Context: an optimization exercise on an open-source flow, tuned for small area and a short achievable clock period. The choices shown serve that exercise and are no tape-out recipe. The RTL was checked by simulation tests, not by an equivalence proof against the original design. The clock cells of runs 2 to 4 come from the design's own scripts or RTL, not from TritonCTS. The flow treats the clock pin as an ideal source. Dropping or thinning the clock tree relies on that and would not hold on a real chip. Power is estimated from default activity; no workload was simulated.

File: flow/run.sh
#!/bin/bash
# Own layout flow: the standard layout (standard.sh) with these changes:
#  * synthesis (flow/synth_top.tcl) maps each module with its own ABC script
#    (OWN_MAP below): the display and the next-value logic (pick) for speed,
#    the rest for area; the adder extraction step is skipped (ADDER_MAP_FILE
#    cleared); the registers are the standard synthesis's own;
#  * SYNTH_HIERARCHICAL=1 so that each module reaches ABC on its own;
#  * buf_2 port buffers;
#  * repair_timing aims at 6.6 ns of setup slack.
# make's output goes to own_flow.log here; ORFS keeps each tool's log under orfs/logs.
set -euo pipefail
W=$(pwd)
export OWN_FLOW_DIR=$W/flow
export OWN_MAP="display:fast2.abc pick:fast3.abc top:area"
export BUFFER_PORTS_ARGS="-buffer_cell sky130_fd_sc_hd__buf_2"
EXTRA="ADDER_MAP_FILE= SYNTH_HIERARCHICAL=1 SETUP_SLACK_MARGIN=6.6"
sed -e "s#SYNTH_SCRIPT=[^ ]*#SYNTH_SCRIPT=$W/flow/synth_top.tcl#" \
    -e "s#\"\${@:-finish}\"#$EXTRA \"\${@:-finish}\"#" standard.sh > own_standard.sh
bash own_standard.sh > own_flow.log 2>&1
File: flow/area.abc
strash
&get -n
&st
&dch -f
&nf -R 1000
&put
File: flow/fast2.abc
strash
map
topo
buffer -c
upsize -c
dnsize -c
File: flow/fast3.abc
strash
dch
map
topo
buffer -c
upsize -c
dnsize -c
File: flow/synth_top.tcl
proc synth {args} { yosys synth -nofsm -noshare {*}$args }
proc abc {args} {
  # OWN_MAP: a list of module:script, script being "speed" (ORFS's
  # abc_speed.script), "area" (flow/area.abc) or a file name in flow/
  set i [lsearch -exact $args -script]
  set j [lsearch -exact $args -D]
  if {$j >= 0} { set args [lreplace $args $j [expr {$j + 1}]] }
  foreach spec $::env(OWN_MAP) {
    lassign [split $spec :] m how
    switch -- $how {
      speed { set script $::env(SCRIPTS_DIR)/abc_speed.script }
      area { set script $::env(OWN_FLOW_DIR)/area.abc }
      default { set script $::env(OWN_FLOW_DIR)/$how }
    }
    set a $args
    lset a [expr {$i + 1}] $script
    yosys abc {*}$a $m
  }
}
source $::env(SCRIPTS_DIR)/synth.tcl
# left out here: clear keep_hierarchy, flatten, clean up, hide names made inside functions, write 1_2_yosys.v
File: standard.sh
#!/bin/bash
# synth_recipe.tcl (not shown) runs the flow's synth.tcl, then flattens the netlist and writes it again
# the make line also repeats each setting of config.mk as NAME=value (left out here)
make -C /OpenROAD-flow-scripts/flow DESIGN_CONFIG=/design/flow/config.mk WORK_HOME=/design/flow/orfs CLKGATE_MAP_FILE= SYNTH_SCRIPT=/design/flow/synth_recipe.tcl "${@:-finish}"
File: config.mk
export PLATFORM = sky130hd
export DESIGN_NAME = top
export DESIGN_NICKNAME = top
export VERILOG_FILES = /design/flow/design.v
export SDC_FILE = /design/flow/constraint.sdc
export NUM_CORES = 8
export LEC_CHECK = 0
export CAP_MARGIN = 20
export CORE_MARGIN = 2
export CORE_UTILIZATION = 40
export SETUP_SLACK_MARGIN = 4.0
export SLEW_MARGIN = 20
File: constraint.sdc
create_clock -name core_clock -period 10.0 [get_ports {hz100}]
set_input_delay 2.0000 -clock core_clock [delete_from_list [all_inputs] [get_ports {hz100}]]
set_output_delay 2.0000 -clock core_clock [all_outputs]
set_load 0.01 [all_outputs]
File: design.v
`default_nettype none
module top (
  input  logic hz100, reset,
  input  logic [20:0] pb,
  output logic [7:0] ss7, ss6, ss5, ss4, ss3, ss2, ss1, ss0,
  output logic red, green
);
  function automatic logic [4:0] dadd(input logic [3:0] a, input logic [3:0] b, input logic ci);
    logic [4:0] c;
    logic [3:0] z, s;
    logic co;
    c[0] = ci;
    for (int i = 0; i < 4; i++) begin
      z[i] = a[i] ^ b[i] ^ c[i];
      c[i+1] = (a[i] & b[i]) | (a[i] & c[i]) | (b[i] & c[i]);
    end
    co = c[4] | (z[3] & z[2]) | (z[3] & z[1]);
    s[0] = z[0];
    s[1] = z[1] ^ co;
    s[2] = z[2] ^ (co & ~z[1]);
    s[3] = z[3] ^ (co & (z[2] | z[1]));
    dadd = {co, s};
  endfunction
  logic [1:0] ph;
  always_ff @(posedge hz100, posedge reset)
    if (reset) ph <= 2'b00;
    else       ph <= {ph[0], ~ph[1]};
  wire step = ph[1] & ph[0];
  logic d0, d1;
  logic [4:0] mt;    
  logic [1:0] sel;   
  localparam logic [2:0] INIT = 3'd0, CALC = 3'd1, SET = 3'd2, CHK = 3'd3,
                         HLTL = 3'd4, HLTC = 3'd5, LAND = 3'd6, CRSH = 3'd7;
  logic [2:0] flight;
  logic [14:0] alt;       
  logic [11:0] vel;       
  logic vneg;             
  logic [11:0] fuel;      
  logic [4:0] thrust;     
  logic ac1, ac2, ac3;
  wire [4:0] a0 = dadd(alt[3:0], vel[3:0], 1'b0);
  wire [4:0] a1 = dadd(alt[7:4], vel[7:4], ac1);
  wire [4:0] a2 = dadd(alt[11:8], vel[11:8], ac2);
  wire alt15 = vneg ? (alt[14:12] == 3'd0 && !ac3) : (alt[14:12] == 3'd7 && ac3);
  wire [2:0] a3 = alt[14:12] + {2'b0, ac3} - {2'b0, vneg};    
  wire [14:0] newalt = {a3, a2[3:0], a1[3:0], a0[3:0]};
  logic vb0, vb1, vb2;
  always_ff @(posedge hz100) begin
    vb0 <= vel[3:0] >= 4'd5;
    vb1 <= vel[7:4] != 4'd0 || vel[3:0] >= 4'd5;
    vb2 <= vel[11:4] != 8'd0 || vel[3:0] >= 4'd5;
  end
  wire [3:0] i0 = dadd(vel[3:0], 4'd4, 1'b1);
  wire [3:0] i1 = dadd(vel[7:4], 4'd9, vb0);
  wire [3:0] i2 = dadd(vel[11:8], 4'd9, vb1);
  logic vc0, vc1;
  wire [4:0] n0 = dadd(i0, thrust[3:0], 1'b0);
  wire [4:0] n1 = dadd(i1, {3'b0, thrust[4]}, vc0);
  wire [4:0] n2 = dadd(i2, 4'd0, vc1);
  wire newvneg = vneg ? !(vb2 && n2[4]) : !(vb2 || n2[4]);
  wire [11:0] newvel = {n2[3:0], n1[3:0], n0[3:0]};
  always_ff @(posedge hz100) begin
    ac1 <= a0[4];
    ac2 <= a1[4];
    ac3 <= a2[4];
    vc0 <= n0[4];
    vc1 <= n1[4];
  end
  wire [3:0] td0 = (thrust[3] && (thrust[2] || thrust[1])) ? 4'd9 : thrust[3:0];
  logic fc1, fc2;
  wire [4:0] f0 = dadd(fuel[3:0], 4'd9 - td0, 1'b1);
  wire [4:0] f1 = dadd(fuel[7:4], {3'b100, !thrust[4]}, fc1);
  wire [4:0] f2 = dadd(fuel[11:8], 4'd9, fc2);
  wire [11:0] newfuel = {f2[3:0], f1[3:0], f0[3:0]};
  logic fempty, tcut;
  always_ff @(posedge hz100) begin
    fc1 <= f0[4];
    fc2 <= f1[4];
    fempty <= !f2[4];
    tcut <= (f2[4] && newfuel == 12'd0) || fuel == 12'd0;
  end
  wire landnow = thrust <= 5'd5 && newvneg && n2[3:0] == 4'd9 &&
                (n1[3:0] > 4'd7 || (n1[3:0] == 4'd7 && n0[3:0] != 4'd0));
  logic landok;
  always_ff @(posedge hz100) landok <= landnow;
  wire set_e = step && flight == SET;
  wire hlt_e = step && (flight == HLTL || flight == HLTC);
  logic [2:0] flight_n;
  always_comb begin
    flight_n = flight;
    if (step)
      case (flight)
        INIT: flight_n = CALC;
        CALC: flight_n = SET;
        SET:  flight_n = CHK;
        CHK:  flight_n = alt15 ? (landok ? HLTL : HLTC) : CALC;
        HLTL: flight_n = LAND;
        HLTC: flight_n = CRSH;
        default: ;
      endcase
  end
  logic [14:0] alt_n;
  logic [11:0] vel_n;
  logic vneg_n;
  logic [11:0] fuel_n;
  logic [4:0] thrust_n;
  logic d0_n;
  logic [4:0] mt_n;
  logic [1:0] sel_n;
  logic [15:0] val_n;
  logic en3_n, en2_n, en1_n;
  pick next (.pb(pb), .d0(d0), .d1(d1), .mt(mt), .sel(sel),
    .set_e(set_e), .hlt_e(hlt_e), .fempty(fempty), .tcut(tcut),
    .alt(alt), .newalt(newalt), .vel(vel), .newvel(newvel), .vneg(vneg), .newvneg(newvneg),
    .fuel(fuel), .newfuel(newfuel), .thrust(thrust),
    .d0_n(d0_n), .mt_n(mt_n), .sel_n(sel_n),
    .alt_n(alt_n), .vel_n(vel_n), .vneg_n(vneg_n), .fuel_n(fuel_n), .thrust_n(thrust_n),
    .val_n(val_n), .en3_n(en3_n), .en2_n(en2_n), .en1_n(en1_n));
  always_ff @(posedge hz100, posedge reset)
    if (reset) begin
      d0 <= 1'b0;
      d1 <= 1'b0;
      mt <= 5'd5;
      sel <= 2'd0;
    end else begin
      d0 <= d0_n;
      d1 <= d0;
      mt <= mt_n;
      sel <= sel_n;
    end
  always_ff @(posedge hz100, posedge reset)
    if (reset) begin
      flight <= INIT;
      alt <= 15'h4500;
      vel <= 12'h0;
      vneg <= 1'b0;
      fuel <= 12'h800;
      thrust <= 5'd5;
    end else begin
      flight <= flight_n;
      alt <= alt_n;
      vel <= vel_n;
      vneg <= vneg_n;
      fuel <= fuel_n;
      thrust <= thrust_n;
    end
  assign green = flight == LAND;
  assign red = flight == CRSH;
  logic [15:0] val;
  logic en3, en2, en1;
  always_ff @(posedge hz100, posedge reset)
    if (reset) begin
      val <= 16'h4500;
      en3 <= 1'b1;
      en2 <= 1'b1;
      en1 <= 1'b1;
    end else begin
      val <= val_n;
      en3 <= en3_n;
      en2 <= en2_n;
      en1 <= en1_n;
    end
  display show (.sel(sel), .val(val), .en3(en3), .en2(en2), .en1(en1),
    .ss7(ss7), .ss6(ss6), .ss5(ss5), .ss4(ss4), .ss3(ss3), .ss2(ss2), .ss1(ss1), .ss0(ss0));
endmodule
module display (
  input  logic [1:0] sel,
  input  logic [15:0] val,
  input  logic en3, en2, en1,
  output logic [7:0] ss7, ss6, ss5, ss4, ss3, ss2, ss1, ss0
);
  function automatic logic [6:0] seg(input logic [3:0] d);
    case (d)
      4'h0: seg = 7'h3F; 4'h1: seg = 7'h06; 4'h2: seg = 7'h5B; 4'h3: seg = 7'h4F;
      4'h4: seg = 7'h66; 4'h5: seg = 7'h6D; 4'h6: seg = 7'h7D; 4'h7: seg = 7'h07;
      4'h8: seg = 7'h7F; 4'h9: seg = 7'h67; 4'hA: seg = 7'h77; 4'hB: seg = 7'h7C;
      4'hC: seg = 7'h39; 4'hD: seg = 7'h5E; 4'hE: seg = 7'h79; default: seg = 7'h71;
    endcase
  endfunction
  function automatic logic [6:0] segd(input logic [3:0] x);
    logic D, C, B, A;
    {D, C, B, A} = x;
    segd[0] = D | B | ~(C ^ A);
    segd[1] = ~C | ~(B ^ A);
    segd[2] = C | ~B | A;
    segd[3] = (~C & ~A) | (B & ~A) | (~C & B) | (C & ~B & A);
    segd[4] = ~A & (~C | B);
    segd[5] = D | (~B & ~A) | (C & ~B) | (C & ~A);
    segd[6] = D | (B ^ C) | (C & ~A);
  endfunction
  always_comb begin
    case (sel)
      2'd0: {ss7, ss6, ss5} = 24'h773878;
      2'd1: {ss7, ss6, ss5} = 24'h3E7938;
      2'd2: {ss7, ss6, ss5} = 24'h6F776D;
      default: {ss7, ss6, ss5} = 24'h787650;
    endcase
    ss4 = 8'h00;
    ss3 = {1'b0, en3 ? segd(val[15:12]) : 7'h00};
    ss2 = {1'b0, en2 ? segd(val[11:8]) : 7'h00};
    ss1 = {1'b0, en1 ? segd(val[7:4]) : 7'h00};
    ss0 = {1'b0, seg(val[3:0])};
  end
endmodule
module pick (
  input  logic [20:0] pb,
  input  logic d0, d1,
  input  logic [4:0] mt,
  input  logic [1:0] sel,
  input  logic set_e, hlt_e, fempty, tcut,
  input  logic [14:0] alt, newalt,
  input  logic [11:0] vel, newvel,
  input  logic vneg, newvneg,
  input  logic [11:0] fuel, newfuel,
  input  logic [4:0] thrust,
  output logic d0_n,
  output logic [4:0] mt_n,
  output logic [1:0] sel_n,
  output logic [14:0] alt_n,
  output logic [11:0] vel_n,
  output logic vneg_n,
  output logic [11:0] fuel_n,
  output logic [4:0] thrust_n,
  output logic [15:0] val_n,
  output logic en3_n, en2_n, en1_n
);
  wire [19:0] in = pb[19:0];
  wire [4:0] keycode;
  assign keycode[0] = in[1] | in[3] | in[5] | in[7] | in[9]  | in[11] | in[13] | in[15] | in[17] | in[19];
  assign keycode[1] = in[2] | in[3] | in[6] | in[7] | in[10] | in[11] | in[14] | in[15] | in[18] | in[19];
  assign keycode[2] = in[4] | in[5] | in[6] | in[7] | in[12] | in[13] | in[14] | in[15];
  assign keycode[3] = in[8] | in[9] | in[10] | in[11] | in[12] | in[13] | in[14] | in[15];
  assign keycode[4] = in[16] | in[17] | in[18] | in[19];
  assign d0_n = |in;
  wire strobe = d0 & ~d1;
  assign mt_n = strobe ? keycode : mt;
  wire sel_ld = strobe && keycode[4:2] == 3'b100;
  assign sel_n = sel_ld ? ~keycode[1:0] : sel;
  assign alt_n    = set_e ? newalt : (hlt_e ? 15'd0 : alt);
  assign vel_n    = set_e ? newvel : (hlt_e ? 12'd0 : vel);
  assign vneg_n   = set_e ? newvneg : (hlt_e ? 1'b0 : vneg);
  assign fuel_n   = set_e ? (fempty ? 12'd0 : newfuel) : fuel;
  assign thrust_n = set_e ? (tcut ? 5'd0 : mt) : thrust;
  wire [15:0] altv = {1'b0, alt_n};
  wire [15:0] velv = {vneg_n, 2'b0, vneg_n, vel_n};
  wire [15:0] fuelv = {4'd0, fuel_n};
  wire [15:0] thrv = {11'd0, thrust_n};
  wire [2:0] alte = {alt_n[14:12] != 3'd0, alt_n[14:8] != 7'd0, alt_n[14:4] != 11'd0};
  wire [2:0] vele = {vneg_n, vneg_n || vel_n[11:8] != 4'd0, vneg_n || vel_n[11:4] != 8'd0};
  wire [2:0] fuele = {1'b0, fuel_n[11:8] != 4'd0, fuel_n[11:4] != 8'd0};
  wire [2:0] thre = {2'b0, thrust_n[4]};
  always_comb
    case (sel_n)
      2'd0: {val_n, en3_n, en2_n, en1_n} = {altv, alte};
      2'd1: {val_n, en3_n, en2_n, en1_n} = {velv, vele};
      2'd2: {val_n, en3_n, en2_n, en1_n} = {fuelv, fuele};
      default: {val_n, en3_n, en2_n, en1_n} = {thrv, thre};
    endcase
endmodule
==> results of run 1 <==
==> cell type report <==
cell class | count | area (um2) | share of cell area
timing repair buffer | 86 | 483 | 0.0690
multi-input combinational | 568 | 3520 | 0.503
inverter | 58 | 223 | 0.0318
sequential | 91 | 2240 | 0.320
tap | 184 | 230 | 0.0329
clock buffer | 13 | 240 | 0.0343
clock inverter | 3 | 65.1 | 0.00929
==> Yosys stat by module (local to each module, per instance) <==
module	cell area [um2]	flip-flops and latches	times used	cells
pick	1410	0	1	254
top	3820	91	1	345
display	771	0	1	144
==> Yosys cell counts, drive strengths merged (4+ instances only) <==
master | instances | area share
nand3 | 66 | 0.055
nor3 | 4 | 0.0033
dfstp | 14 | 0.061
a41oi | 10 | 0.015
nor2b | 11 | 0.011
a22o | 18 | 0.026
nor2 | 69 | 0.044
a21oi | 24 | 0.021
xor2 | 21 | 0.031
maj3 | 9 | 0.015
buf | 41 | 0.052
o21ai | 57 | 0.048
xnor2 | 47 | 0.069
dfxtp | 13 | 0.043
nand2b | 8 | 0.0096
nand2 | 107 | 0.072
nor4 | 9 | 0.012
a31oi | 10 | 0.010
inv | 49 | 0.031
o21bai | 4 | 0.0050
clkinv | 9 | 0.0056
dfrtp | 64 | 0.27
or2 | 4 | 0.0042
nand4 | 26 | 0.028
a22oi | 12 | 0.015
a21o | 4 | 0.0050
==> where the power goes <==
group	switching, mW	total (mW)	internal, mW
logic	0.0145	0.0191	0.00464
registers	0.0000331	0.368	0.368
clock network	0.140	0.359	0.219
total	0.154	0.746	0.591
==> worst max path at each step <==
| stage | startpoint | end | slack, ns | cells after the start |
|---|---|---|---|---|
| after global placement | vel[0] | landok | 6.26 | 13 |
| after floorplan | vel[0] | landok | 6.62 | 13 |
| after detailed placement | vel[0] | landok | 6.17 | 13 |
| after CTS | val[1] | ss0[3] | 6.57 | 6 |
| after global routing | val[0] | ss0[4] | 6.48 | 4 |
| final | val[14] | ss3[5] | 6.57 | 3 |
==> through the flow <==
stage | total power [mW] | worst slack, ns | instances
6_report | 0.746 | 6.57 | 1003
5_1_grt | 0.770 | 6.48 | 1003
3_5_place_dp | 0.394 | 6.17 | 971
3_3_place_gp | 0.393 | 6.26 | 971
4_1_cts | 0.751 | 6.57 | 990
2_1_floorplan | 0.391 | 6.62 | 760
==> timing repair <==
item                                    4_1_cts  5_1_grt
setup buffers                                 3       12
pin swaps                                     3       12
resized for setup                            12       51
hold buffers                                  0        0
cloned                                        0        1
hold endpoints to repair                      0        0
endpoints found under the setup margin       12       46
==> sequential cells by signal, summed over array words and instances (netlist names), 2 cells and up <==
name / cells
val: 16
alt: 15
fuel: 12
vel: 12
mt: 5
thrust: 5
flight: 3
ph: 2
sel: 2
==> cell usage in the layout (no fill, tap or decap), types with 10 or more instances in the layout <==
| cell | instances |
|---|---|
| o21ai_0 | 44 |
| dfxtp_1 | 13 |
| buf_4 | 16 |
| a21oi_1 | 19 |
| conb_1 | 19 |
| buf_2 | 68 |
| dfstp_2 | 14 |
| nand2_2 | 13 |
| nand4_1 | 25 |
| nor2b_1 | 11 |
| nand3_1 | 63 |
| xor2_1 | 20 |
| inv_1 | 34 |
| nor2_1 | 62 |
| nand2_1 | 86 |
| o21ai_1 | 10 |
| inv_2 | 14 |
| a22oi_1 | 12 |
| xnor2_1 | 47 |
| dfrtp_1 | 58 |
| a31oi_1 | 10 |
| a22o_1 | 18 |
==> cells by family after synthesis <==
family,after synthesis
adder cells (fa/ha/maj),9
AO/OA/AOI/OAI,155
buffers and inverters,102
flip-flops,91
XOR/XNOR,68
other,2
AND/OR/NAND/NOR,316
==> routing by layer <==
metal  GRT usage  up-vias
li1            -     2684
met1       0.229     2641
met2       0.313      133
met3      0.0249       33
met4      0.0840        0
met5           0        -
==> critical path: stages, from the launching register on <==
cell and delay, ns:
dfstp_2 0.64, nand2_2 0.10, a41oi_2 0.19, buf_2 0.15
==> results.yml, run 1 <==
final_layout:
  num_antenna_cells: 0
  layout-drive-gt1-share: 0.233
  n_fill_cell: 1396
  final_area_um2: 7000
  fin_util: 0.480
  area_growth_pct: 16.7
  fin_nets: 837
floorplanning:
  start_util: 0.411
  io_pins: 89
  core_area_um2: 14600
  chipHeight_um: 126
  row_count: 44
  die_area_um2: 16000
  chipWidth_um: 126
yosys:
  synthXorXnorAreaFrac: 0.0992
  synth_compound_area_frac: 0.169
  async_flop_share: 0.857
  syn_area_um2: 6000
  synth_cell_types: 58
  synth_mux_area_frac: 0
  synth_edf_count: 0
  synthSimpleGateAreaFrac: 0.254
  yosys.area_share.adder: 0.0150
  netlist_instances: 743
  ys.warnings.count: 9
  synth-seq-cells: 91
  synth_top_family_by_area: "simple AND/OR/NAND/NOR gates"
  syn_area_per_cell_um2: 8.08
  ys.flop_type: "dfrtp_1"
  yosysSeqAreaShare: 0.372
hold_path:
  holdCritStartpoint: "ph[0]"
  hold_depth: 0
  hold_path_end: "ph[1]"
  hold_path.class: "flip-flop to flip-flop"
clocking:
  cts_tree: "yes"
  cts_buffer_depth: 2
  htreeDepth: 3
  path_clk_slew_ns: 0.06
  clock_sinks: 91
  worstSkewPairLatency_ns: 0.35
  root_buffer: "clkbuf_16"
  numCtsBuffers: 9
timing:
  fin_crit_ns: 3.43
  relSlewSlack: 0.522
  rsz0062_at_grt: "true"
  period_share: 0.343
  hold_slack_ns: 0.380
  clock_skew_ns: 0.00457
  tightest_slew_ns: 0.717
  setup-violations-final: 0
  tns_ns: 0
  maxSlewViolCount: 0
  finalHoldViolations: 0
  fmax_mhz: 291
setup_path:
  ff2ff_path_depth: 13
  startpoint_type: "flip-flop"
  worstPathRequired_ns: 8.00
  regToRegSetupSlack_ns: 6.67
  cp.arrival_ns: 1.43
  crit_type: "flip-flop to output pin"
  regToRegEndpoint: "landok"
  cp_max_fo: 6
  cp-end-kind: "output pin"
  rr_startpoint: "vel[1]"
detailed_routing:
  wl_met2_um: 7380
  vias_per_cell: 5.47
  drt_iter0_markers: 261
  drc: 0
  dr.pass1.iters: 5
  wl_met1_um: 6450
  routedWlPerCell_um: 14.7
  finalWirelength_um: 14800
  num_vias: 5491
  final_antenna_net_count: 0
  met3_length_um: 493
  topRoutingLayerUsed: "met4"
job:
  cap_violations: 0
placed_design:
  port_buffers: 68
  dp_hpwl_um: 10700
  place_area_um2: 6340
  finalWeightedCongestion: 0.849
power:
  ir_drop_uv: 74.1
  powerDensity_nw_per_um2: 107
  p_leak_nw: 3.21
global_route:
  grt-ovfl-total: 0
  grt_pass1_vias: 5173
  grt_use_total: 0.183
  grt_max_degree: 79
  grt_pass1_wl_um: 24100
  antenna_found_initial: 0
run_status:
  outcome: "finished clean"
==> inputs of run 2 (changes only) <==
--- a/design.v
+++ b/design.v
@@ -78,10 +78,14 @@
     fc2 <= f1[4];
     fempty <= !f2[4];
-    tcut <= (f2[4] && newfuel == 12'd0) || fuel == 12'd0;
-  end
-  wire landnow = thrust <= 5'd5 && newvneg && n2[3:0] == 4'd9 &&
-                (n1[3:0] > 4'd7 || (n1[3:0] == 4'd7 && n0[3:0] != 4'd0));
-  logic landok;
-  always_ff @(posedge hz100) landok <= landnow;
+    tcut <= (fuel[11:8] == 4'd0 && fuel[7:4] == {3'b0, thrust[4]} && fuel[3:0] == td0) || fuel == 12'd0;
+  end
+  wire landhi = thrust <= 5'd5 && newvneg && n2[3:0] == 4'd9;
+  wire landlo = n1[3:0] > 4'd7 || (n1[3:0] == 4'd7 && n0[3:0] != 4'd0);
+  logic landok_hi, landok_lo;
+  always_ff @(posedge hz100) begin
+    landok_hi <= landhi;
+    landok_lo <= landlo;
+  end
+  wire landok = landok_hi && landok_lo;
   wire set_e = step && flight == SET;
   wire hlt_e = step && (flight == HLTL || flight == HLTC);
@@ -109,12 +113,14 @@
   logic [1:0] sel_n;
   logic [15:0] val_n;
-  logic en3_n, en2_n, en1_n;
+  logic en2_n, en1_n;
+  assign alt_n    = set_e ? newalt : (hlt_e ? 15'd0 : alt);
+  assign vel_n    = set_e ? newvel : (hlt_e ? 12'd0 : vel);
+  assign vneg_n   = set_e ? newvneg : (hlt_e ? 1'b0 : vneg);
+  assign fuel_n   = set_e ? (fempty ? 12'd0 : newfuel) : fuel;
+  assign thrust_n = set_e ? (tcut ? 5'd0 : mt) : thrust;
   pick next (.pb(pb), .d0(d0), .d1(d1), .mt(mt), .sel(sel),
-    .set_e(set_e), .hlt_e(hlt_e), .fempty(fempty), .tcut(tcut),
-    .alt(alt), .newalt(newalt), .vel(vel), .newvel(newvel), .vneg(vneg), .newvneg(newvneg),
-    .fuel(fuel), .newfuel(newfuel), .thrust(thrust),
+    .alt_n(alt_n), .vel_n(vel_n), .vneg_n(vneg_n), .fuel_n(fuel_n), .thrust_n(thrust_n),
     .d0_n(d0_n), .mt_n(mt_n), .sel_n(sel_n),
-    .alt_n(alt_n), .vel_n(vel_n), .vneg_n(vneg_n), .fuel_n(fuel_n), .thrust_n(thrust_n),
-    .val_n(val_n), .en3_n(en3_n), .en2_n(en2_n), .en1_n(en1_n));
+    .val_n(val_n), .en2_n(en2_n), .en1_n(en1_n));
   always_ff @(posedge hz100, posedge reset)
     if (reset) begin
@@ -148,18 +154,16 @@
   assign red = flight == CRSH;
   logic [15:0] val;
-  logic en3, en2, en1;
+  logic en2, en1;
   always_ff @(posedge hz100, posedge reset)
     if (reset) begin
       val <= 16'h4500;
-      en3 <= 1'b1;
       en2 <= 1'b1;
       en1 <= 1'b1;
     end else begin
       val <= val_n;
-      en3 <= en3_n;
       en2 <= en2_n;
       en1 <= en1_n;
     end
-  display show (.sel(sel), .val(val), .en3(en3), .en2(en2), .en1(en1),
+  display show (.sel(sel), .val(val), .en2(en2), .en1(en1),
     .ss7(ss7), .ss6(ss6), .ss5(ss5), .ss4(ss4), .ss3(ss3), .ss2(ss2), .ss1(ss1), .ss0(ss0));
 endmodule
@@ -167,5 +171,5 @@
   input  logic [1:0] sel,
   input  logic [15:0] val,
-  input  logic en3, en2, en1,
+  input  logic en2, en1,
   output logic [7:0] ss7, ss6, ss5, ss4, ss3, ss2, ss1, ss0
 );
@@ -189,4 +193,7 @@
     segd[6] = D | (B ^ C) | (C & ~A);
   endfunction
+  function automatic logic [6:0] segz(input logic [3:0] x);
+    segz = (x == 4'd0) ? 7'h00 : segd(x);
+  endfunction
   always_comb begin
     case (sel)
@@ -197,5 +204,5 @@
     endcase
     ss4 = 8'h00;
-    ss3 = {1'b0, en3 ? segd(val[15:12]) : 7'h00};
+    ss3 = {1'b0, segz(val[15:12])};
     ss2 = {1'b0, en2 ? segd(val[11:8]) : 7'h00};
     ss1 = {1'b0, en1 ? segd(val[7:4]) : 7'h00};
@@ -208,20 +215,14 @@
   input  logic [4:0] mt,
   input  logic [1:0] sel,
-  input  logic set_e, hlt_e, fempty, tcut,
-  input  logic [14:0] alt, newalt,
-  input  logic [11:0] vel, newvel,
-  input  logic vneg, newvneg,
-  input  logic [11:0] fuel, newfuel,
-  input  logic [4:0] thrust,
+  input  logic [14:0] alt_n,
+  input  logic [11:0] vel_n,
+  input  logic vneg_n,
+  input  logic [11:0] fuel_n,
+  input  logic [4:0] thrust_n,
   output logic d0_n,
   output logic [4:0] mt_n,
   output logic [1:0] sel_n,
-  output logic [14:0] alt_n,
-  output logic [11:0] vel_n,
-  output logic vneg_n,
-  output logic [11:0] fuel_n,
-  output logic [4:0] thrust_n,
   output logic [15:0] val_n,
-  output logic en3_n, en2_n, en1_n
+  output logic en2_n, en1_n
 );
   wire [19:0] in = pb[19:0];
@@ -237,23 +238,18 @@
   wire sel_ld = strobe && keycode[4:2] == 3'b100;
   assign sel_n = sel_ld ? ~keycode[1:0] : sel;
-  assign alt_n    = set_e ? newalt : (hlt_e ? 15'd0 : alt);
-  assign vel_n    = set_e ? newvel : (hlt_e ? 12'd0 : vel);
-  assign vneg_n   = set_e ? newvneg : (hlt_e ? 1'b0 : vneg);
-  assign fuel_n   = set_e ? (fempty ? 12'd0 : newfuel) : fuel;
-  assign thrust_n = set_e ? (tcut ? 5'd0 : mt) : thrust;
   wire [15:0] altv = {1'b0, alt_n};
   wire [15:0] velv = {vneg_n, 2'b0, vneg_n, vel_n};
   wire [15:0] fuelv = {4'd0, fuel_n};
   wire [15:0] thrv = {11'd0, thrust_n};
-  wire [2:0] alte = {alt_n[14:12] != 3'd0, alt_n[14:8] != 7'd0, alt_n[14:4] != 11'd0};
-  wire [2:0] vele = {vneg_n, vneg_n || vel_n[11:8] != 4'd0, vneg_n || vel_n[11:4] != 8'd0};
-  wire [2:0] fuele = {1'b0, fuel_n[11:8] != 4'd0, fuel_n[11:4] != 8'd0};
-  wire [2:0] thre = {2'b0, thrust_n[4]};
+  wire [1:0] alte = {alt_n[14:8] != 7'd0, alt_n[14:4] != 11'd0};
+  wire [1:0] vele = {vneg_n || vel_n[11:8] != 4'd0, vneg_n || vel_n[11:4] != 8'd0};
+  wire [1:0] fuele = {fuel_n[11:8] != 4'd0, fuel_n[11:4] != 8'd0};
+  wire [1:0] thre = {1'b0, thrust_n[4]};
   always_comb
     case (sel_n)
-      2'd0: {val_n, en3_n, en2_n, en1_n} = {altv, alte};
-      2'd1: {val_n, en3_n, en2_n, en1_n} = {velv, vele};
-      2'd2: {val_n, en3_n, en2_n, en1_n} = {fuelv, fuele};
-      default: {val_n, en3_n, en2_n, en1_n} = {thrv, thre};
+      2'd0: {val_n, en2_n, en1_n} = {altv, alte};
+      2'd1: {val_n, en2_n, en1_n} = {velv, vele};
+      2'd2: {val_n, en2_n, en1_n} = {fuelv, fuele};
+      default: {val_n, en2_n, en1_n} = {thrv, thre};
     endcase
 endmodule
==> flow/run.sh (replaced) <==
#!/bin/bash
# Own layout flow: the standard layout (standard.sh) with these changes:
#  * synthesis (flow/synth_top.tcl) maps each module with its own ABC script
#    (OWN_MAP): the display and the keypad/display-select logic (pick) for
#    speed, the rest for area; the adder extraction step is skipped
#    (ADDER_MAP_FILE cleared); the registers are the standard synthesis's own;
#  * SYNTH_HIERARCHICAL=1 so that each module reaches ABC on its own;
#  * buf_2 port buffers;
#  * clock tree (flow/own_cts.tcl, ORFS's PRE_CTS_TCL hook): the clock port
#    drives four clkbuf_16, each driving the registers of one quarter of the
#    core, in place of TritonCTS's tree;
#  * repair_timing aims at 6.6 ns of setup slack.
# make's output goes to own_flow.log here; ORFS keeps each tool's log under orfs/logs.
set -euo pipefail
W=$(pwd)
export OWN_FLOW_DIR=$W/flow
export OWN_MAP="${OWN_MAP:-display:fast2.abc pick:fast5.abc top:area}"
export BUFFER_PORTS_ARGS="-buffer_cell ${OWN_PORTBUF:-sky130_fd_sc_hd__buf_2}"
export PRE_CTS_TCL=$W/flow/own_cts.tcl
export OWN_CTS_GROUPS=${OWN_CTS_GROUPS:-4}
export OWN_CTS_BUF=${OWN_CTS_BUF:-sky130_fd_sc_hd__clkbuf_16}
EXTRA="ADDER_MAP_FILE= SYNTH_HIERARCHICAL=1 SETUP_SLACK_MARGIN=${OWN_MARGIN:-6.6}"
sed -e "s#SYNTH_SCRIPT=[^ ]*#SYNTH_SCRIPT=$W/flow/synth_top.tcl#" \
    -e "s#\"\${@:-finish}\"#$EXTRA \"\${@:-finish}\"#" standard.sh > own_standard.sh
bash own_standard.sh > own_flow.log 2>&1
==> flow/fast5.abc (new file) <==
strash
dch
map
topo
==> flow/own_cts.tcl (new file) <==
# Own clock tree (PRE_CTS_TCL hook of ORFS's cts step): the clock port drives
# OWN_CTS_GROUPS buffers (OWN_CTS_BUF), each driving the clock pins of one
# group of registers, the groups split by position; TritonCTS is skipped.
set block [ord::get_db_block]
set db [ord::get_db]
set clk_net [[$block findBTerm hz100] getNet]
set sinks {}
foreach it [$clk_net getITerms] {
  set box [[$it getInst] getBBox]
  lappend sinks [list $it [expr {([$box xMin] + [$box xMax]) / 2}] [expr {([$box yMin] + [$box yMax]) / 2}]]
}
proc own_split {items n axis} {
  # split items into n groups of near-equal size along x (axis 1) or y (axis 2)
  set items [lsort -integer -index $axis $items]
  set len [llength $items]
  set out {}
  for {set k 0} {$k < $n} {incr k} {
    lappend out [lrange $items [expr {$k * $len / $n}] [expr {($k + 1) * $len / $n - 1}]]
  }
  return $out
}
set ng $::env(OWN_CTS_GROUPS)
if {$ng == 4} {
  set groups {}
  foreach half [own_split $sinks 2 1] { lappend groups {*}[own_split $half 2 2] }
} else {
  set groups [own_split $sinks $ng 1]
}
set master [$db findMaster $::env(OWN_CTS_BUF)]
set g 0
foreach grp $groups {
  set buf [odb::dbInst_create $block $master owncts_buf$g]
  set net [odb::dbNet_create $block owncts_clk$g]
  $net setSigType CLOCK
  [$buf findITerm A] connect $clk_net
  [$buf findITerm X] connect $net
  set sx 0; set sy 0
  foreach s $grp {
    set it [lindex $s 0]
    $it disconnect
    $it connect $net
    incr sx [lindex $s 1]; incr sy [lindex $s 2]
  }
  set n [llength $grp]
  $buf setLocation [expr {$sx / $n}] [expr {$sy / $n}]
  $buf setPlacementStatus PLACED
  puts "own CTS: buffer owncts_buf$g drives $n clock pins"
  incr g
}
global_connect
proc clock_tree_synthesis {args} {
  puts "own CTS: clock_tree_synthesis skipped"
  set_propagated_clock [all_clocks]
}
==> results.yml, run 2 <==
setup_path:
  cp_cell_sequence: "buf_2, nor2_1, nand3_1, o2111ai_1, nand2_8, nand3_1, nand4_1"
  startpoint_type: "primary input"
  worstPathRequired_ns: 10.01
  regToRegSetupSlack_ns: 6.76
  slowest_delay_ns: 0.42
  cp-end-kind: "flip-flop"
  critPathMostFrequentCell: "nand3_1"
  cp.arrival_ns: 3.32
  crit_type: "primary input to flip-flop"
  path_buf_inv: 1
  worst_path_max_delay_cell: "o2111ai_1"
  cp_max_fo: 32
  critPathTopFamily: "simple AND/OR/NAND/NOR gates"
floorplanning:
  core_area_um2: 14000
  row_count: 43
  io_pins: 89
  die_area_um2: 15400
  chipWidth_um: 124
  start_util: 0.411
  chipHeight_um: 124
yosys:
  synth_area_leader_cell: "dfrtp_1"
  syn_area_per_cell_um2: 8.10
  ys.flop_type: "dfrtp_1"
  synth_cell_types: 58
  syn_area_um2: 5750
  synth-seq-cells: 91
  yosys-top-cells-area: "dfrtp_1 28%, xnor2_1 7.3%, dfstp_2 5.9%, a21oi_1 5.8%, nand2_1 5.6%"
  synth_top_area_frac: 0.279
  synth_commonest_cells: "86 x nand2_1, 67 x a21oi_1, 67 x nor2_1, 64 x dfrtp_1, 64 x nand3_1"
  ys.warnings.count: 9
  synth_edf_count: 0
  async_flop_share: 0.846
  netlist_instances: 710
  yosysSeqAreaShare: 0.387
  yosysMostFrequentCell: "nand2_1"
timing:
  setup-violations-final: 0
  fmax_mhz: 302
  rsz0062_at_grt: "true"
  clock_skew_ns: 0.00680
  period_share: 0.331
  hold_slack_ns: 0.380
  tightest_slew_ns: 0.720
  relSlewSlack: 0.520
  finalHoldViolations: 0
  tns_ns: 0
  setup_ws_ns: 6.69
  maxSlewViolCount: 0
  fin_crit_ns: 3.31
detailed_routing:
  num_vias: 5292
  finalWirelength_um: 14200
  drc: 0
  routedWlPerCell_um: 14.7
  vias_per_cell: 5.48
  drt_iter0_markers: 348
  final_antenna_net_count: 0
  dr.pass1.iters: 5
placed_design:
  pre_cts_ws_ns: 6.09
  finalWeightedCongestion: 0.797
  port_buffers: 68
  dp_hpwl_um: 10400
final_layout:
  regMostFlops: "val"
  area_growth_pct: 13.1
  num_antenna_cells: 0
  n_fill_cell: 1408
  largest_reg_flops: 16
  regArea_um2: 2230
  multi_input_area_um2: 3370
  final_common_cell: "nand2_1"
  fin_nets: 810
  layout_common_cells: "78 x nand2_1, 68 x buf_2, 65 x a21oi_1"
  layout-drive-gt1-share: 0.178
  largestRegisters: "val: 16 flops, alt: 15 flops"
job:
  cap_violations: 0
power:
  p_leak_nw: 2.74
  powerDensity_nw_per_um2: 85.5
  ir_drop_uv: 77.3
global_route:
  grt_max_degree: 78
  grt_pass1_wl_um: 22900
  grt_pass1_vias: 4841
  grt-ovfl-total: 0
  antenna_found_initial: 0
  grt_use_total: 0.181
hold_path:
  hold_path.class: "flip-flop to flip-flop"
clocking:
  worstSkewPairLatency_ns: 0.16
  hold_buffers: 0
  path_clk_slew_ns: 0.09
run_status:
  outcome: "finished clean"
==> run 2: cell types whose count changed in the layout (fill, tap and decap cells not counted), moves of 8 or more <==
cell,delta
a22o_1,-12
inv_2,-8
nand2_1,-8
inv_1,-17
a21oi_1,+46
a22oi_1,-11
o21ai_0,-9
a41oi_2,-8
==> run 2: through the flow <==
stage	instances	instance area, um2	util	power [mW]
final	965	6510	0.465	0.556
after global routing	965	6510	0.465	0.576
after CTS	962	6420	0.459	0.559
after detailed placement	951	6210	0.444	0.393
after global placement	951	6210	0.444	0.392
after floorplan	727	5820	-	0.390
==> run 2: cell families (layout without fill, tap and decap cells) <==
family | count (synthesis) | count (layout) | share of synthesized area
other cells | 2 | 19 | 0.00131
simple gates | 303 | 304 | 0.253
compound gates | 168 | 168 | 0.173
buf+inv | 66 | 123 | 0.0614
flops | 91 | 91 | 0.387
xor+xnor | 69 | 69 | 0.105
fa+ha+maj | 11 | 11 | 0.0191
==> run 2: report_power, final <==
part,switching (mW),internal (mW)
logic,0.0150,0.00492
registers,0.0000809,0.367
clock network,0.0954,0.0734
total,0.110,0.446
==> run 2: cell type report <==
class,count,area share
multi-input cells,571,0.518
flip-flops and latches,91,0.342
repair buffers,81,0.0679
well taps,180,0.0346
inverters,38,0.0219
plain buffers,4,0.0154
==> run 2: modules after synthesis (local to each module, per instance) <==
| module | cells inside | flops+latches | times used | cell area, um2 |
|---|---|---|---|---|
| pick | 142 | 0 | 1 | 718 |
| top | 426 | 91 | 1 | 4250 |
| display | 142 | 0 | 1 | 778 |
==> run 2: repair_timing <==
action                                  4_1_cts  5_1_grt
endpoints found under the setup margin       22       28
setup buffers                                 6        3
cloned                                        1        0
gates resized for setup                      15       17
pin swaps                                     5        3
endpoints found under the hold margin         0        0
==> run 2: final timing paths <==
path	start	to	depth (start not counted)
max in group asynchronous	reset	vel[0]	3
min reg2reg	d0	d1	0
min in group asynchronous	reset	fuel[10]	3
min	d0	d1	0
max reg2reg	vel[8]	en1	15
max	pb[7]	val[3]	7
==> run 2: layer usage <==
metal	vias to the layer above	track usage	part of all wire
li1	2639	-	-
met1	2522	0.230	0.43
met2	118	0.343	0.51
met3	13	0.0128	0.044
met4	0	0.0253	0.013
met5	-	0	0
==> inputs of run 3 (changes only) <==
--- a/flow/run.sh
+++ b/flow/run.sh
@@ -10,4 +10,5 @@
 #    drives four clkbuf_16, each driving the registers of one quarter of the
 #    core, in place of TritonCTS's tree;
+#  * one tie cell per constant value (SKIP_REPAIR_TIE_FANOUT=1);
 #  * repair_timing aims at 6.6 ns of setup slack.
 # make's output goes to own_flow.log here; ORFS keeps each tool's log under orfs/logs.
@@ -20,5 +21,5 @@
 export OWN_CTS_GROUPS=${OWN_CTS_GROUPS:-4}
 export OWN_CTS_BUF=${OWN_CTS_BUF:-sky130_fd_sc_hd__clkbuf_16}
-EXTRA="ADDER_MAP_FILE= SYNTH_HIERARCHICAL=1 SETUP_SLACK_MARGIN=${OWN_MARGIN:-6.6}"
+EXTRA="ADDER_MAP_FILE= SYNTH_HIERARCHICAL=1 SKIP_REPAIR_TIE_FANOUT=1 SETUP_SLACK_MARGIN=${OWN_MARGIN:-6.6} ${OWN_EXTRA:-}"
 sed -e "s#SYNTH_SCRIPT=[^ ]*#SYNTH_SCRIPT=$W/flow/synth_top.tcl#" \
     -e "s#\"\${@:-finish}\"#$EXTRA \"\${@:-finish}\"#" standard.sh > own_standard.sh
--- a/flow/synth_top.tcl
+++ b/flow/synth_top.tcl
@@ -1,6 +1,4 @@
 proc synth {args} { yosys synth -nofsm -noshare {*}$args }
 proc abc {args} {
-  # OWN_MAP: a list of module:script, script being "speed" (ORFS's
-  # abc_speed.script), "area" (flow/area.abc) or a file name in flow/
   set i [lsearch -exact $args -script]
   set j [lsearch -exact $args -D]
@@ -8,8 +6,16 @@
   foreach spec $::env(OWN_MAP) {
     lassign [split $spec :] m how
+    set fa [string match *+fa $how]
+    set how [string map {+fa {}} $how]
     switch -- $how {
       speed { set script $::env(SCRIPTS_DIR)/abc_speed.script }
       area { set script $::env(OWN_FLOW_DIR)/area.abc }
       default { set script $::env(OWN_FLOW_DIR)/$how }
+    }
+    if {$fa} {
+      yosys extract_fa -fa $m
+      yosys techmap -map $::env(PLATFORM_DIR)/cells_adders_hd.v $m
+      yosys techmap $m
+      yosys opt -fast -purge $m
     }
     set a $args
removed: flow/fast3.abc
==> results.yml, run 3 <==
yosys:
  yosys-top-cells-area: "dfrtp_1 28%, xnor2_1 7.3%, dfstp_2 5.9%, a21oi_1 5.8%, nand2_1 5.6%"
  syn_area_per_cell_um2: 8.10
  synth_cell_types: 58
  ys.warnings.count: 9
  yosysMostFrequentCell: "nand2_1"
  synthSimpleGateAreaFrac: 0.253
  synth-seq-cells: 91
  synth_area_leader_cell: "dfrtp_1"
  synth_commonest_cells: "86 x nand2_1, 67 x a21oi_1, 67 x nor2_1, 64 x dfrtp_1, 64 x nand3_1"
  syn_area_um2: 5750
  synthXorXnorAreaFrac: 0.105
  synth_top_family_by_area: "simple AND/OR/NAND/NOR gates"
  netlist_instances: 710
  synth_edf_count: 0
  synth_mux_area_frac: 0
  async_flop_share: 0.846
  synth_top_area_frac: 0.279
  ys.flop_type: "dfrtp_1"
  synth_compound_area_frac: 0.173
  yosysSeqAreaShare: 0.387
  yosys.area_share.adder: 0.0191
power:
  switching_share: 0.200
  comb_power_share: 0.036
  seq_power_share: 0.659
  power.share.clock: 0.305
  ir_drop_uv: 74.2
  p_leak_nw: 2.73
  powerDensity_nw_per_um2: 85.3
  net-switching-power_uw: 112
  p_int_uw: 446
  total_power_uw: 557
final_layout:
  n_fill_cell: 1401
  regArea_um2: 2230
  regMostFlops: "val"
  multi_input_area_um2: 3370
  largest_reg_flops: 16
  final_common_cell: "nand2_1"
  layout_common_cells: "78 x nand2_1, 68 x buf_2, 65 x a21oi_1, 65 x nor2_1, 64 x nand3_1"
  num_antenna_cells: 0
  largestRegisters: "val: 16 flops, alt: 15 flops"
  fin_nets: 799
  layout-drive-gt1-share: 0.193
  final_cells: 954
  fin_util: 0.467
  final_area_um2: 6540
  area_growth_pct: 13.7
floorplanning:
  chipWidth_um: 124
  io_pins: 89
  die_area_um2: 15400
  start_util: 0.411
  core_area_um2: 14000
  row_count: 43
  chipHeight_um: 124
clocking:
  path_clk_slew_ns: 0.09
  worstSkewPairLatency_ns: 0.16
  hold_buffers: 0
detailed_routing:
  drt_iter0_markers: 339
  final_antenna_net_count: 0
  drc: 0
  vias_per_cell: 5.72
  finalWirelength_um: 15200
  dr.pass1.iters: 5
  routedWlPerCell_um: 15.9
  num_vias: 5453
placed_design:
  dp_hpwl_um: 10700
  port_buffers: 68
  finalWeightedCongestion: 0.833
  place_area_um2: 6150
  dp.cells: 934
global_route:
  grt_pass1_vias: 5038
  grt_max_degree: 78
  grt_pass1_wl_um: 23900
  grt-ovfl-total: 0
  grt_use_total: 0.188
  antenna_found_initial: 0
run_status:
  outcome: "finished clean"
hold_path:
  holdCritStartpoint: "d0"
  hold_path.class: "flip-flop to flip-flop"
timing:
  tns_ns: 0
  fin_crit_ns: 3.38
  fmax_mhz: 296
  rsz0062_at_grt: "true"
  finalHoldViolations: 0
  setup-violations-final: 0
  period_share: 0.338
  relSlewSlack: 0.512
  tightest_slew_ns: 0.733
  maxSlewViolCount: 0
  clock_skew_ns: 0.00632
setup_path:
  critPathTopFamily: "simple AND/OR/NAND/NOR gates"
  worst_path_max_delay_cell: "o2111ai_4"
  cp_cell_sequence: "buf_2, nor2_1, nand2_1, nor2_1, o2111ai_4, nand2_8, nand4_1, nand4_1"
  crit_type: "primary input to flip-flop"
  slowest_delay_ns: 0.31
  startpoint_type: "primary input"
  path_buf_inv: 1
  cp-end-kind: "flip-flop"
  rr_startpoint: "vel[0]"
  regToRegSetupSlack_ns: 6.75
  cp_max_fo: 16
  worstPathRequired_ns: 10.09
  cp.arrival_ns: 3.47
  crit_start: "pb[10]"
job:
  cap_violations: 0
## run 3: cell counts after synthesis
Identical to the previous run, type by type.
## run 3: per-stage QoR
step           worst slack (ns)  hold WS [ns]
6_report                   6.62         0.376
5_1_grt                    6.49         0.402
4_1_cts                    6.61         0.380
3_5_place_dp               6.09         0.358
3_3_place_gp               6.11         0.352
2_1_floorplan              6.65         0.346
## run 3: path summary, 6_finish.rpt
path / end / cells after the start
worst min register to register: d1 / 0
worst max register to register: val[2] / 13
worst min-delay path: d1 / 0
max in group asynchronous: vel[0] / 3
min in group asynchronous: val[11] / 3
worst max-delay path: val[3] / 8
## run 3: power by group through the flow
stage | Combinational (mW) | Sequential, mW | Clock [mW]
after floorplan | 0.0157 | 0.375 | 0
after global placement | 0.0178 | 0.375 | 0
after detailed placement | 0.0185 | 0.375 | 0
after CTS | 0.0195 | 0.367 | 0.174
after global routing | 0.0229 | 0.367 | 0.188
final | 0.0201 | 0.367 | 0.170
## run 3: routing by layer
metal  vias up  share of wire  GRT usage
li1       2640              -          -
met1      2629           0.43      0.242
met4         0         0.0098     0.0330
met3        15          0.051     0.0151
met5         -              0          0
met2       169           0.51      0.349
## run 3: cell type report
| type | instances | area share |
|---|---|---|
| Timing Repair Buffer | 85 | 0.0722 |
| Sequential cell | 91 | 0.341 |
| Tap cell | 180 | 0.0345 |
| Multi-Input combinational cell | 556 | 0.516 |
| Buffer | 4 | 0.0153 |
| Inverter | 38 | 0.0218 |
## run 3: cell families after synthesis
logic type	Yosys count
AOI/OAI and AO/OA	168
xor gates and xnor gates	69
adders and majority gates	11
buffers and inverters	66
other	2
and+or+nand+nor	303
DFF	91
## run 3: modules after synthesis (local to each module, per instance)
module | cells inside | times used | area (um2) | flip-flops and latches
top | 426 | 1 | 4250 | 91
display | 142 | 1 | 778 | 0
pick | 142 | 1 | 718 | 0
## run 3: repair_timing
item                                    in CTS  in global routing
cloned                                       0                  3
endpoints found under the setup margin      23                 27
pin swaps                                    4                  8
gates resized for setup                     17                 22
buffers inserted                             4                  9
==> inputs of run 4 (changes only) <==
--- a/design.v
+++ b/design.v
@@ -52,12 +52,15 @@
   end
   wire [3:0] i0 = dadd(vel[3:0], 4'd4, 1'b1);
-  wire [3:0] i1 = dadd(vel[7:4], 4'd9, vb0);
-  wire [3:0] i2 = dadd(vel[11:8], 4'd9, vb1);
   logic vc0, vc1;
   wire [4:0] n0 = dadd(i0, thrust[3:0], 1'b0);
-  wire [4:0] n1 = dadd(i1, {3'b0, thrust[4]}, vc0);
-  wire [4:0] n2 = dadd(i2, 4'd0, vc1);
-  wire newvneg = vneg ? !(vb2 && n2[4]) : !(vb2 || n2[4]);
-  wire [11:0] newvel = {n2[3:0], n1[3:0], n0[3:0]};
+  wire [3:0] i1 = vb0 ? vel[7:4] : (vel[7:4] == 4'd0 ? 4'd9 : vel[7:4] - 4'd1);
+  wire [4:0] s1 = {1'b0, i1} + {4'b0, thrust[4]} + {4'b0, vc0};
+  wire n1c = s1 >= 5'd10;
+  wire [3:0] n1 = n1c ? s1[3:0] - 4'd10 : s1[3:0];
+  wire [3:0] i2 = vb1 ? vel[11:8] : (vel[11:8] == 4'd0 ? 4'd9 : vel[11:8] - 4'd1);
+  wire n2c = vc1 && i2 == 4'd9;
+  wire [3:0] n2 = vc1 ? (i2 == 4'd9 ? 4'd0 : i2 + 4'd1) : i2;
+  wire newvneg = vneg ? !(vb2 && n2c) : !(vb2 || n2c);
+  wire [11:0] newvel = {n2, n1, n0[3:0]};
   always_ff @(posedge hz100) begin
     ac1 <= a0[4];
@@ -65,5 +68,5 @@
     ac3 <= a2[4];
     vc0 <= n0[4];
-    vc1 <= n1[4];
+    vc1 <= n1c;
   end
   wire [3:0] td0 = (thrust[3] && (thrust[2] || thrust[1])) ? 4'd9 : thrust[3:0];
@@ -80,6 +83,6 @@
     tcut <= (fuel[11:8] == 4'd0 && fuel[7:4] == {3'b0, thrust[4]} && fuel[3:0] == td0) || fuel == 12'd0;
   end
-  wire landhi = thrust <= 5'd5 && newvneg && n2[3:0] == 4'd9;
-  wire landlo = n1[3:0] > 4'd7 || (n1[3:0] == 4'd7 && n0[3:0] != 4'd0);
+  wire landhi = thrust <= 5'd5 && newvneg && n2 == 4'd9;
+  wire landlo = n1 > 4'd7 || (n1 == 4'd7 && n0[3:0] != 4'd0);
   logic landok_hi, landok_lo;
   always_ff @(posedge hz100) begin
==> flow/fast3.abc (new file) <==
strash
dch
map
topo
buffer -c
upsize -c
dnsize -c
==> results.yml, run 4 <==
placed_design:
  dp.cells: 945
  place_area_um2: 6180
  finalWeightedCongestion: 0.849
  pre_cts_ws_ns: 6.06
  port_buffers: 68
  dp_hpwl_um: 10500
power:
  power.share.clock: 0.305
  switching_share: 0.199
  p_int_uw: 445
  powerDensity_nw_per_um2: 84.8
  total_power_uw: 556
  comb_power_share: 0.034
  net-switching-power_uw: 110
  seq_power_share: 0.661
  ir_drop_uv: 70.9
  p_leak_nw: 2.80
final_layout:
  fin_util: 0.469
  num_antenna_cells: 0
  largestRegisters: "val: 16 flops, alt: 15 flops"
  final_cells: 963
  final_common_cell: "nand2_1"
  largest_reg_flops: 16
  regMostFlops: "val"
  area_growth_pct: 13.4
  fin_nets: 808
  layout_common_cells: "87 x nand2_1, 70 x nand3_1, 68 x buf_2"
  layout-drive-gt1-share: 0.189
  final_area_um2: 6560
yosys:
  netlist_instances: 722
  async_flop_share: 0.846
  yosysSeqAreaShare: 0.384
  ys.flop_type: "dfrtp_1"
  syn_area_per_cell_um2: 8.01
  ys.warnings.count: 9
  syn_area_um2: 5780
  synth_area_leader_cell: "dfrtp_1"
  yosys-top-cells-area: "dfrtp_1 28%, xnor2_1 6.7%, nand2_1 6.1%, nand3_1 6.1%, dfstp_2 5.9%"
  synth_top_area_frac: 0.277
  synth-seq-cells: 91
  synth_cell_types: 56
  synth_commonest_cells: "94 x nand2_1, 70 x nand3_1, 64 x dfrtp_1, 60 x nor2_1, 52 x a21oi_1"
  yosysMostFrequentCell: "nand2_1"
  synth_edf_count: 0
timing:
  period_share: 0.332
  rsz0062_at_grt: "false"
  hold_slack_ns: 0.381
  tightest_slew_ns: 1.03
  finalHoldViolations: 0
  setup-violations-final: 0
  relSlewSlack: 0.313
  tns_ns: 0
  fmax_mhz: 301
  setup_ws_ns: 6.68
  maxSlewViolCount: 0
  clock_skew_ns: 0.00567
  fin_crit_ns: 3.32
setup_path:
  worst_path_max_delay_cell: "dfstp_2"
  crit_start: "val[14]"
  crit_type: "flip-flop to output pin"
  rr_startpoint: "vel[0]"
  startpoint_type: "flip-flop"
  cp-end-kind: "output pin"
  regToRegEndpoint: "val[1]"
  cp_cell_sequence: "buf_4, nand2_1, a41oi_1, buf_2"
  worstPathRequired_ns: 8.00
  regToRegSetupSlack_ns: 6.77
  cp_max_fo: 3
  ff2ff_path_depth: 12
  slowest_delay_ns: 0.57
  cp.arrival_ns: 1.32
  timing.critical_path.to: "ss3[5]"
global_route:
  antenna_found_initial: 0
  grtUsageMet2: 0.318
  grt_pass1_wl_um: 23700
  met1_usage: 0.226
  grt_pass1_vias: 5100
  grt-ovfl-total: 0
  grt_use_total: 0.176
  grt_most_used_layer: "met2"
  met3_usage: 0.0155
  grt_max_degree: 78
detailed_routing:
  final_antenna_net_count: 0
  routedWlPerCell_um: 15.1
  drt_iter0_markers: 328
  dr.pass1.iters: 4
  num_vias: 5450
  vias_per_cell: 5.66
  drc: 0
  finalWirelength_um: 14500
floorplanning:
  start_util: 0.413
  row_count: 43
  die_area_um2: 15400
  chipWidth_um: 124
  chipHeight_um: 124
  core_area_um2: 14000
  io_pins: 89
job:
  cap_violations: 0
clocking:
  path_clk_slew_ns: 0.09
  worstSkewPairLatency_ns: 0.16
  hold_buffers: 0
run_status:
  outcome: "finished clean"
hold_path:
  hold_path.class: "flip-flop to flip-flop"
-- run 4: cell count changes after synthesis, moves of 4 or more --
| cell | before | now |
|---|---|---|
| xnor2_1 | 48 | 44 |
| nor2_1 | 67 | 60 |
| a21oi_1 | 67 | 52 |
| nand3_1 | 64 | 70 |
| nand2_1 | 86 | 94 |
| nand3b_1 | 5 | 9 |
| o21ai_0 | 37 | 48 |
-- run 4: power groups by stage --
stage / logic [mW] / clock network, mW / registers (mW)
floorplan: 0.0157 / 0 / 0.375
global placement: 0.0178 / 0 / 0.375
detailed placement: 0.0181 / 0 / 0.375
CTS: 0.0184 / 0.173 / 0.367
global route: 0.0218 / 0.187 / 0.367
finish: 0.0191 / 0.169 / 0.367
-- run 4: worst min path at each step --
stage / start / end / slack (ns) / cells after the start
6_report: d0 / d1 / 0.38 / 0
5_1_grt: d0 / d1 / 0.40 / 0
4_1_cts: d0 / d1 / 0.39 / 0
3_5_place_dp: d0 / d1 / 0.37 / 0
3_3_place_gp: d0 / d1 / 0.35 / 0
2_1_floorplan: d0 / d1 / 0.35 / 0
-- run 4: Yosys stat by module, one instance, submodules excluded --
module	times used	flops+latches	cells	area [um2]
display	1	0	142	774
pick	1	0	142	718
top	1	91	438	4290
-- run 4: worst max-delay path: cells and delay by family (launching register included) --
| kind | cells | cell delay, ns |
|---|---|---|
| AND/OR/NAND/NOR | 1 | 0.08 |
| buffers and inverters | 2 | 0.29 |
| AO/OA/AOI/OAI | 1 | 0.22 |
| flip-flops | 1 | 0.57 |
-- run 4: metal layers --
metal | share of wire | vias up
met5 | 0 | -
met4 | 0.027 | 0
met3 | 0.051 | 27
met2 | 0.49 | 182
met1 | 0.43 | 2565
li1 | - | 2676
-- run 4: timing repair --
| action | CTS | global route |
|---|---|---|
| pin swaps | 4 | 2 |
| buffers inserted | 6 | 7 |
| gates cloned | 0 | 1 |
| resized for setup | 15 | 27 |
| endpoints found under the setup margin | 23 | 23 |
-- run 4: final cells by class --
| type | instances | area, um2 |
|---|---|---|
| plain buffers | 4 | 100 |
| fillers | 1390 | 7430 |
| inverters | 42 | 158 |
| multi-input cells | 562 | 3390 |
| flip-flops and latches | 91 | 2230 |
| well taps | 180 | 225 |
| repair buffers | 84 | 460 |
-- run 4: kinds of logic after synthesis --
logic type | count (synthesis) | share of synthesized area
AND/OR/NAND/NOR | 319 | 0.267
other | 2 | 0.00130
AO/OA/AOI/OAI | 164 | 0.168
flip-flops | 91 | 0.384
adder cells (fa/ha/maj) | 8 | 0.0138
buffers and inverters | 70 | 0.0632
XOR/XNOR | 68 | 0.103

## separate check: timing with driven ports
How much do the figures lean on ideal ports? The routed layouts below were timed once more, with nothing changed but the port constraints.
Step 1 sets driving cells, clkbuf_16 on the clock port and buf_2 on the other inputs (assumed; they add their load-dependent delay and slew).
Step 2 adds t to the input delays and takes it off the output delays; t is the mean of the earliest and latest rising clock arrival at the registers after step 1. Input paths then give back, and output paths get back, about the clock's delay inside the block.
Slacks: ideal ports / drivers / drivers and shift; pairs: ideal ports / drivers.
run | t (ns) | slack for setup (ns) | latest minus earliest clock arrival (ns) | worst register clock-pin slew, ns | worst data-port slew with drivers (ns)
run 1 | 0.380 | 6.568 / 6.531 / 6.407 | 0.005 / 0.005 | 0.06 / 0.06 | 0.03
run 2 | 0.242 | 6.689 / 6.601 / 6.517 | 0.007 / 0.007 | 0.09 / 0.09 | 0.03
run 3 | 0.239 | 6.624 / 6.584 / 6.451 | 0.006 / 0.006 | 0.09 / 0.09 | 0.03
run 4 | 0.239 | 6.678 / 6.593 / 6.528 | 0.007 / 0.007 | 0.09 / 0.09 | 0.03
After both steps every run listed still meets setup and hold. The setup slack of run 3, which loses most, moves by -0.040 ns with the drivers and by -0.173 ns with both steps.
